Background: an optimization exercise with open tools, aiming at small area, a short achievable clock period and few clock cycles per item. Do not read the settings as production practice. Power and IR drop assume default switching activity.

## MedianFilter
module MedianFilter(
    input reset,
    input enable,
    input CLK,
    input Nxt_block_sig,
    input [7:0]height,
    input [7:0]width,
    input [8:0]data,
    output [8:0]data_out,
    output [15:0]index,
    output [7:0]addr_x0,
    output [7:0]addr_y0,
    output [7:0]gdata,
    output Gvector_sig,
    output reg swmv
    );
Size: roughly 1200 cells after synthesis, about 150 flip-flops.
export LEC_CHECK = 0
export CAP_MARGIN = 20
export CORE_MARGIN = 2
export CORE_UTILIZATION = 60
export CTS_CLUSTER_DIAMETER = 100
export CTS_CLUSTER_SIZE = 40
export PLACE_DENSITY = 0.7
export SLEW_MARGIN = 20
export SYNTH_HIERARCHICAL = 1
export SYNTH_MINIMUM_KEEP_SIZE = 0
create_clock -name core_clock -period 11.0 [get_ports {CLK}]
standard.sh (not shown) runs the stock make flow with config.mk's settings and CLKGATE_MAP_FILE= SYNTH_SCRIPT=/design/flow/synth_recipe.tcl, a recipe that flattens the netlist after the stock synthesis.
==> flow/flow/run.sh <==
#!/bin/bash
set -euo pipefail
bash standard.sh "BUFFER_PORTS_ARGS=-buffer_cell sky130_fd_sc_hd__buf_4" SETUP_SLACK_MARGIN=7.4 finish > standard_flow.log 2>&1
The baseline finished with timing, DRC and antenna clean.
Edit:
--- a/flow/design.v
+++ b/flow/design.v
@@ -24,35 +24,36 @@
 reg        gvo;         
 reg [1:0]  md;
 reg [1:0]  pc;          
 reg [3:0]  nsq;         
 reg [7:0]  ox, oy;      
 reg        xf, xl, yf, yl;    
 reg        xla, yla, w1;      
 reg [15:0] na;
 reg [15:0] ix;
 reg [7:0]  gd;
+reg [7:0]  gdo;         
 reg [8:0]  dreg;        
 reg [8:0]  xb;          
 reg        dv;          
 reg        t1, td;      
 reg        eu;          
 reg        needu;       
 reg [7:0]  s0, s1, s2, s3;
 reg [3:0]  m;
 reg [7:0]  blo;         
 reg        bneg, bcin;  
 assign index       = ix;
 assign addr_x0     = ox;
 assign addr_y0     = oy;
-assign gdata       = gd;
-assign data_out    = {1'b0, gd};
+assign gdata       = gdo;
+assign data_out    = {1'b0, gdo};
 assign Gvector_sig = gvo;
 function [8:0] add8;
   input [7:0] a, b;
   input       c;
   reg [7:0] g, p, gg, pp, g2, p2;
   reg [8:0] cc;
   integer i;
   begin
     g = a & b; p = a ^ b;
     gg = g; pp = p;
@@ -244,20 +245,21 @@
         end
       NUL:
         if (fin) begin st <= PRES; Gv <= 1'b1; gvo <= 1'b1; swmv <= 1'b1; end
       default: ;
     endcase
   end
 end
 wire [7:0] gd_x = (pres & ack & take_r) ? hc[7:0] : take_p ? dreg[7:0] : fin ? med : gd;
 always @(posedge CLK) begin
   gd   <= gd_x;
+  gdo  <= isnul ? med : gd_x;
   bneg <= bneg_x;
   blo  <= blo_x;
   bcin <= bcin_x;
   ix   <= ix_x;
   if (pres) begin
     if (ack && md == MQ)      dreg <= xb;
     else if (!(ack && md == MP)) dreg <= data;
     if (ack && ent_r && md == MA) xb <= data;
     else if (ack && ent_r && md == MP) xb <= dreg;
     else if (ack && take_r && md == MP) xb <= data;
Clock power fell by roughly a tenth.
Area after synthesis rose by a few percent.
Final area rose by a few percent.
Total power rose by roughly a tenth.
Register-to-register slack loses 90 ps.
Combinational power rose by a quarter to a third.
No functional check of the RTL was part of any run of this note.

========
== AL ==
The RTL this note starts from:
==> flow/design.v <==
`timescale 1ns / 1ps
module MedianFilter(
    input reset,
    input enable,
    input CLK,
    input Nxt_block_sig,
    input [7:0]height,
    input [7:0]width,
    input [8:0]data,
    output [8:0]data_out,
    output [15:0]index,
    output [7:0]addr_x0,
    output [7:0]addr_y0,
    output [7:0]gdata,
    output Gvector_sig,
    output reg swmv
    );
localparam IDLE = 2'd0, PEND = 2'd1, NUL = 2'd2, PRES = 2'd3;
localparam MA = 3'd0, MB = 3'd1, MC = 3'd2, MP = 3'd3, MX = 3'd4;
localparam SU = 4'd0, SD = 4'd1, SUL = 4'd2, SUR = 4'd3, SDL = 4'd4,
           SDR = 4'd5, SXR = 4'd6, SPF1 = 4'd7, SPF2 = 4'd8, SFIN = 4'd9;
reg [1:0]  st;
reg        Gv;
reg [2:0]  md;
reg [1:0]  pc;          
reg [3:0]  nsq;         
reg [7:0]  ox, oy;      
reg        xf, xl, yf, yl;    
reg [15:0] na;          
reg [15:0] ix;
reg [7:0]  gd;
reg [8:0]  dreg;
reg        dv;          
reg        t1, td;      
reg        eu;          
reg        needx;       
reg [7:0]  s0, s1, s2, s3;
reg [3:0]  m;
reg [7:0]  wr, wm1, hm1;    
reg [7:0]  blo;        
reg        bneg, bcin;  
reg        xla, yla, w1;    
assign index       = ix;
assign addr_x0     = ox;
assign addr_y0     = oy;
assign gdata       = gd;
assign data_out    = {1'b0, gd};
assign Gvector_sig = Gv;
function [8:0] add8;
  input [7:0] a, b;
  input       c;
  reg [7:0] g, p, gg, pp, g2, p2;
  reg [8:0] cc;
  integer i;
  begin
    g = a & b; p = a ^ b;
    gg = g; pp = p;
    for (i = 1; i < 8; i = i + 1) begin g2[i] = gg[i] | (pp[i] & gg[i-1]); p2[i] = pp[i] & pp[i-1]; end
    g2[0] = gg[0]; p2[0] = pp[0]; gg = g2; pp = p2;
    for (i = 2; i < 8; i = i + 1) begin g2[i] = gg[i] | (pp[i] & gg[i-2]); p2[i] = pp[i] & pp[i-2]; end
    gg = g2; pp = p2;
    for (i = 4; i < 8; i = i + 1) begin g2[i] = gg[i] | (pp[i] & gg[i-4]); p2[i] = pp[i] & pp[i-4]; end
    gg = g2; pp = p2;
    cc[0] = c;
    for (i = 0; i < 8; i = i + 1) cc[i+1] = gg[i] | (pp[i] & c);
    add8 = {cc[8], p ^ cc[7:0]};
  end
endfunction
function [7:0] inc8;
  input [7:0] a;
  integer i;
  reg [7:0] c;
  begin
    c[0] = 1'b1;
    for (i = 1; i < 8; i = i + 1) c[i] = &(a | ~((8'd1 << i) - 8'd1));
    inc8 = a ^ c;
  end
endfunction
function [7:0] dec8;
  input [7:0] a;
  integer i;
  reg [7:0] c;
  begin
    c[0] = 1'b1;
    for (i = 1; i < 8; i = i + 1) c[i] = ~|(a & ((8'd1 << i) - 8'd1));
    dec8 = a ^ c;
  end
endfunction
wire [7:0] oxi = inc8(ox);
wire [7:0] oyi = inc8(oy);
wire xl_a = xl ? w1 : xla;
wire yf_a = xl ? 1'b0 : yf;
wire yl_a = xl ? yla : yl;
wire pres  = Gv;    
wire isnul = (st == NUL);
wire hxf = pres ? xl   : xf;
wire hxl = pres ? xl_a : xl;
wire hyf = pres ? yf_a : yf;
wire hyl = pres ? yl_a : yl;
wire hnx = pres & (md == MC);
function [3:0] next_slot;
  input [3:0] s;
  input fxf, fxl, fyf, fyl, fnx;
  reg [6:0] v;
  begin
    v[SU]  = ~fyf;
    v[SD]  = ~fyl;
    v[SUL] = ~fyf & ~fxf;
    v[SUR] = ~fyf & ~fxl;
    v[SDL] = ~fyl & ~fxf;
    v[SDR] = ~fyl & ~fxl;
    v[SXR] = fnx & ~fxl;
    if      (s == SPF1) next_slot = SPF2;
    else if (s == SPF2) next_slot = SFIN;
    else if (s < SD  && v[SD])  next_slot = SD;
    else if (s < SUL && v[SUL]) next_slot = SUL;
    else if (s < SUR && v[SUR]) next_slot = SUR;
    else if (s < SDL && v[SDL]) next_slot = SDL;
    else if (s < SDR && v[SDR]) next_slot = SDR;
    else if (s < SXR && v[SXR]) next_slot = SXR;
    else next_slot = SPF1;
  end
endfunction
localparam [4:0] OP_U = 5'b11001, OP_D = 5'b01000, OP_UP = 5'b11101;
function [4:0] slot_op;
  input [3:0] s;
  case (s)
    SU:   slot_op = OP_U;        
    SD:   slot_op = OP_D;        
    SUL:  slot_op = 5'b11000;    
    SUR:  slot_op = 5'b11101;    
    SDL:  slot_op = 5'b01100;    
    SDR:  slot_op = 5'b01001;    
    SPF2: slot_op = 5'b00011;    
    SFIN: slot_op = 5'b00000;    
    default: slot_op = 5'b00001;  
  endcase
endfunction
wire [3:0] nsq_e = next_slot(eu ? SD : SU, hxf, hxl, hyf, hyl, hnx);
wire [3:0] nsq_n = next_slot(nsq, xf, xl, yf, yl, needx);
wire [7:0] nhi  = na[15:8];
wire [7:0] nhii = inc8(nhi);
wire [7:0] nhid = dec8(nhi);
wire [8:0]  mlo   = add8(na[7:0], blo, bcin);
wire [7:0]  mhi   = bneg ? (mlo[8] ? nhi : nhid) : (mlo[8] ? nhii : nhi);
wire [15:0] amain = {mhi, mlo[7:0]};
reg [1:0] sk;
always @(*) begin
  if (st == PEND) sk = (pc == 2'd0) ? 2'd1 : (pc == 2'd1) ? 2'd2 : 2'd3;
  else if (md == MA) sk = 2'd3;
  else if (md == MX) sk = 2'd0;
  else sk = 2'd2;
end
wire [8:0]  slo  = add8(na[7:0], {6'd0, sk}, 1'b0);
wire [15:0] astr = {slo[8] ? nhii : nhi, slo[7:0]};
wire [7:0]  ilo = inc8(na[7:0]);
wire [15:0] nai = {(&na[7:0]) ? nhii : nhi, ilo};
reg  [3:0] zh;    
always @(*)
  case ({hyf, hyl})
    2'b11:   zh = 4'd6 + {3'd0, hxf} + {3'd0, hxl};
    2'b10,
    2'b01:   zh = 4'd3 + {2'd0, hxf, 1'b0} + {2'd0, hxl, 1'b0} - {3'd0, hxf & hxl};
    default: zh = {2'd0, hxf, hxf} + {2'd0, hxl, hxl} - {3'd0, hxf & hxl};
  endcase
wire hp = ~hxf;   
wire [7:0] iv  = dreg[7:0];
wire       ivp = dv & ~dreg[8];
wire lt0 = ivp & (iv < s0);
wire lt1 = ivp & (iv < s1);
wire lt2 = ivp & (iv < s2);
wire lt3 = ivp & (iv < s3);
wire [7:0] n0 = lt0 ? iv : s0;
wire [7:0] n1 = lt1 ? (lt0 ? s0 : iv) : s1;
wire [7:0] n2 = lt2 ? (lt1 ? s1 : iv) : s2;
wire [7:0] n3 = lt3 ? (lt2 ? s2 : iv) : s3;
wire [3:0] nm = m + {3'd0, ivp};
wire [3:0] mm1 = m - 4'd1;
wire [1:0] jj  = ivp ? m[2:1] : mm1[2:1];
wire       mz  = ~ivp & (m == 4'd0);
reg  [7:0] med;
always @(*) begin
  if (mz) med = 8'd0;
  else
    case (jj)
      2'd0: med = n0;
      2'd1: med = n1;
      2'd2: med = n2;
      default: med = n3;
    endcase
end
wire fin  = isnul && (nsq == SFIN);
wire last = xl & yl;
wire ack  = Nxt_block_sig;
wire mav  = (md == MA) | (md == MP);           
wire ent_p = (st == PEND) && (pc == 2'd2) && dreg[8];
wire ent_r = pres && !last && (mav || md == MC) && dreg[8];
wire ent   = ent_p | (ent_r & ack);
wire erl_r = pres && !last && ((mav && !dreg[8]) || md == MB) && data[8];
wire erl   = ((st == PEND) && (pc == 2'd1) && data[8]) | (erl_r & ack);
wire upl_x = ((st == PEND) && (pc == 2'd2) && !dreg[8]) | fin |
             (pres && ack && !last && md == MA && !dreg[8]);
wire [3:0] nsq_x = ent ? nsq_e : nsq_n;
wire [4:0] bf_x  = (ent | (isnul & ~fin)) ? slot_op(nsq_x) :
                   erl ? OP_D : (upl_x & ~data[8]) ? OP_UP : OP_U;
always @(posedge CLK or posedge reset) begin
  if (reset) begin
    st <= IDLE; Gv <= 1'b0; swmv <= 1'b0;
  end else begin
    case (st)
      IDLE: begin
        Gv <= 1'b0; swmv <= 1'b0;
        if (enable) st <= PEND;
      end
      PEND:
        if (pc == 2'd2) begin
          if (!dreg[8]) begin st <= PRES; Gv <= 1'b1; end
          else st <= NUL;
        end
      NUL:
        if (fin) begin st <= PRES; Gv <= 1'b1; swmv <= 1'b1; end
      PRES: begin
        swmv <= 1'b0;
        if (ack) begin
          if (last) begin st <= IDLE; Gv <= 1'b0; end
          else if (md == MB || md == MX) begin st <= PEND; Gv <= 1'b0; end
          else if (dreg[8]) begin st <= NUL; Gv <= 1'b0; end
        end
      end
    endcase
  end
end
always @(posedge CLK) begin
  bneg <= bf_x[4];
  blo  <= bf_x[3] ? ((bf_x[2] ? wm1 : wr) ^ {8{bf_x[4]}}) : {7'd0, bf_x[1]};
  bcin <= bf_x[0];
  dreg <= data;
  if (ent) dv <= ~hxl & ~hnx;
  else     dv <= td;
  if (ent & eu) td <= ~hyf;
  else          td <= t1;
  t1 <= 1'b0;
  eu <= 1'b0;
  if (isnul) begin
    s0 <= n0; s1 <= n1; s2 <= n2; s3 <= n3; m <= nm;
  end else begin
    s0 <= (zh > 4'd0) ? 8'h00 : (hp && zh == 4'd0) ? gd : 8'hFF;
    s1 <= (zh > 4'd1) ? 8'h00 : (hp && zh == 4'd1) ? gd : 8'hFF;
    s2 <= (zh > 4'd2) ? 8'h00 : (hp && zh == 4'd2) ? gd : 8'hFF;
    s3 <= (zh > 4'd3) ? 8'h00 : (hp && zh == 4'd3) ? gd : 8'hFF;
    m  <= zh + {3'd0, hp};
  end
  case (st)
    IDLE: begin
      ox <= 8'd1; oy <= 8'd1; na <= 16'd0;
      xf <= 1'b1; yf <= 1'b1;
      xl <= (width == 8'd1); yl <= (height == 8'd1);
      w1 <= (width == 8'd1); xla <= (width == 8'd2); yla <= (height == 8'd2);
      wr <= width; wm1 <= width - 8'd1; hm1 <= height - 8'd1;
      if (enable && !reset) begin
        pc <= 2'd1; ix <= 16'd1;
      end else
        ix <= 16'd0;
    end
    PEND: begin
      ix <= (erl || ent) ? amain : astr;
      if (erl) begin eu <= 1'b1; t1 <= 1'b1; end
      case (pc)
        2'd0: pc <= 2'd1;
        2'd1: pc <= 2'd2;
        default:
          if (!dreg[8]) begin
            md <= MA; gd <= dreg[7:0];
            na <= nai;
          end else begin
            needx <= 1'b0;
            nsq <= nsq_e;
            t1 <= eu ? ~hyl : ~hyf;
          end
      endcase
    end
    NUL: begin
      ix <= amain;
      nsq <= nsq_n;
      t1 <= (nsq < SPF1);
      if (fin) begin
        md <= MP; gd <= med; na <= nai;
      end
    end
    PRES: begin
      if (ack) begin
        if (last) begin
          ix <= 16'd0;
        end else begin
          ox <= xl ? 8'd1 : oxi;
          if (xl) oy <= oyi;
          xla <= xl ? (wm1 == 8'd1) : (oxi == wm1);
          if (xl) yla <= (oyi == hm1);
          xf <= xl; xl <= xl_a; yf <= yf_a; yl <= yl_a;
          ix <= (erl_r || ent_r) ? amain : astr;
          if (erl_r) begin eu <= 1'b1; t1 <= 1'b1; end
          case (md)
            MB: pc <= 2'd2;
            MX: pc <= 2'd0;
            default:    
              if (!dreg[8]) begin
                gd <= dreg[7:0]; na <= nai;
                md <= (md == MA) ? MA : (md == MC) ? MB : MC;
              end else begin
                needx <= hnx;
                nsq <= nsq_e;
                t1 <= eu ? ~hyl : ~hyf;
              end
          endcase
        end
      end else begin
        md <= MX; ix <= na;
      end
    end
  endcase
end
endmodule
clock: 11.0 ns
lec_check: 0
cap_margin: 20
core_margin: 2
core_utilization: 40
place_density: 0.6
slew_margin: 20
==> flow/flow/run.sh <==
#!/bin/bash
set -euo pipefail
bash standard.sh "BUFFER_PORTS_ARGS=-buffer_cell sky130_fd_sc_hd__buf_4" SETUP_SLACK_MARGIN=7 finish > standard_flow.log 2>&1
Edits applied to the flow inputs when going from AL to PW:
--- a/flow/design.v
+++ b/flow/design.v
@@ -34,15 +34,13 @@
 reg        t1, td;      
 reg        eu;          
 reg        needx;       
 reg [7:0]  s0, s1, s2, s3;
 reg [3:0]  m;
 reg [7:0]  wr, wm1, hm1;    
-reg [7:0]  blo;        
-reg        bneg, bcin;  
-reg        xla, yla, w1;    
+reg        bf_neg, bf_w, bf_wm, bf_one, bf_cin;    
 assign index       = ix;
 assign addr_x0     = ox;
 assign addr_y0     = oy;
 assign gdata       = gd;
 assign data_out    = {1'b0, gd};
 assign Gvector_sig = Gv;
@@ -85,16 +83,16 @@
     for (i = 1; i < 8; i = i + 1) c[i] = ~|(a & ((8'd1 << i) - 8'd1));
     dec8 = a ^ c;
   end
 endfunction
 wire [7:0] oxi = inc8(ox);
 wire [7:0] oyi = inc8(oy);
-wire xl_a = xl ? w1 : xla;
+wire xl_a = xl ? (wm1 == 8'd0) : (ox == wm1);
 wire yf_a = xl ? 1'b0 : yf;
-wire yl_a = xl ? yla : yl;
-wire pres  = Gv;    
+wire yl_a = xl ? (oy == hm1) : yl;
+wire pres  = (st == PRES);
 wire isnul = (st == NUL);
 wire hxf = pres ? xl   : xf;
 wire hxl = pres ? xl_a : xl;
 wire hyf = pres ? yf_a : yf;
 wire hyl = pres ? yl_a : yl;
 wire hnx = pres & (md == MC);
@@ -138,14 +136,15 @@
 endfunction
 wire [3:0] nsq_e = next_slot(eu ? SD : SU, hxf, hxl, hyf, hyl, hnx);
 wire [3:0] nsq_n = next_slot(nsq, xf, xl, yf, yl, needx);
 wire [7:0] nhi  = na[15:8];
 wire [7:0] nhii = inc8(nhi);
 wire [7:0] nhid = dec8(nhi);
-wire [8:0]  mlo   = add8(na[7:0], blo, bcin);
-wire [7:0]  mhi   = bneg ? (mlo[8] ? nhi : nhid) : (mlo[8] ? nhii : nhi);
+wire [7:0]  blo   = bf_w ? ((bf_wm ? wm1 : wr) ^ {8{bf_neg}}) : {7'd0, bf_one};
+wire [8:0]  mlo   = add8(na[7:0], blo, bf_cin);
+wire [7:0]  mhi   = bf_neg ? (mlo[8] ? nhi : nhid) : (mlo[8] ? nhii : nhi);
 wire [15:0] amain = {mhi, mlo[7:0]};
 reg [1:0] sk;
 always @(*) begin
   if (st == PEND) sk = (pc == 2'd0) ? 2'd1 : (pc == 2'd1) ? 2'd2 : 2'd3;
   else if (md == MA) sk = 2'd3;
   else if (md == MX) sk = 2'd0;
@@ -228,15 +227,13 @@
         end
       end
     endcase
   end
 end
 always @(posedge CLK) begin
-  bneg <= bf_x[4];
-  blo  <= bf_x[3] ? ((bf_x[2] ? wm1 : wr) ^ {8{bf_x[4]}}) : {7'd0, bf_x[1]};
-  bcin <= bf_x[0];
+  {bf_neg, bf_w, bf_wm, bf_one, bf_cin} <= bf_x;
   dreg <= data;
   if (ent) dv <= ~hxl & ~hnx;
   else     dv <= td;
   if (ent & eu) td <= ~hyf;
   else          td <= t1;
   t1 <= 1'b0;
@@ -252,13 +249,12 @@
   end
   case (st)
     IDLE: begin
       ox <= 8'd1; oy <= 8'd1; na <= 16'd0;
       xf <= 1'b1; yf <= 1'b1;
       xl <= (width == 8'd1); yl <= (height == 8'd1);
-      w1 <= (width == 8'd1); xla <= (width == 8'd2); yla <= (height == 8'd2);
       wr <= width; wm1 <= width - 8'd1; hm1 <= height - 8'd1;
       if (enable && !reset) begin
         pc <= 2'd1; ix <= 16'd1;
       end else
         ix <= 16'd0;
     end
@@ -291,14 +287,12 @@
       if (ack) begin
         if (last) begin
           ix <= 16'd0;
         end else begin
           ox <= xl ? 8'd1 : oxi;
           if (xl) oy <= oyi;
-          xla <= xl ? (wm1 == 8'd1) : (oxi == wm1);
-          if (xl) yla <= (oyi == hm1);
           xf <= xl; xl <= xl_a; yf <= yf_a; yl <= yl_a;
           ix <= (erl_r || ent_r) ? amain : astr;
           if (erl_r) begin eu <= 1'b1; t1 <= 1'b1; end
           case (md)
             MB: pc <= 2'd2;
             MX: pc <= 2'd0;
--- outcome ---
Peak supply drop grows slightly when moving from AL to PW. Relative to AL, sequential cell fraction of total power decreased by 0.3 points in PW. Route | PW vs AL | wire shorter in PW. First-pass GRT wire length, AL and PW: larger value in AL. Compared to AL, PW was floorplanned on a smaller die. Depth of the worst register-to-register path ended up 6 higher on PW than on AL. In terms of ratio of final minimum period to clock period, PW and AL differ only marginally. Going from AL to PW, fraction of layout instances using a drive strength above 1 grows by 0.20 points.
No run of this note included a check of the RTL's function; only the layout flow was run.

-- re-timing with driven ports --
Ports are ideal in the flow. The routed layouts listed here were re-timed in OpenROAD. Step 1: set_driving_cell puts a clkbuf_16 on CLK and a buf_2 on each other input, an assumption about the parent block. Step 2, shift: input delay + t, output delay - t, t = (earliest + latest rising clock arrival at the registers) / 2. This alone moves slack from input paths to output paths. a / b / c = ideal / step 1 / step 2; a / b = the first two.
run	t (ns)	setup WS [ns]	worst hold slack (ns)	clock arrival spread, ns
the first run of note 1	0.475	7.447 / 7.444 / 6.969	0.506 / 0.506 / 0.506	0.010 / 0.010
the second run of note 1	0.467	7.546 / 7.556 / 7.089	0.492 / 0.492 / 0.492	0.010 / 0.010
AL	0.473	7.082 / 7.038 / 6.565	0.440 / 0.440 / 0.440	0.011 / 0.012
PW	0.470	7.095 / 7.078 / 6.608	0.465 / 0.465 / 0.465	0.013 / 0.013
After both steps every run listed still meets setup and hold. For AL, which loses most, drivers alone change the setup slack by -0.044 ns; drivers and shift together by -0.517 ns.
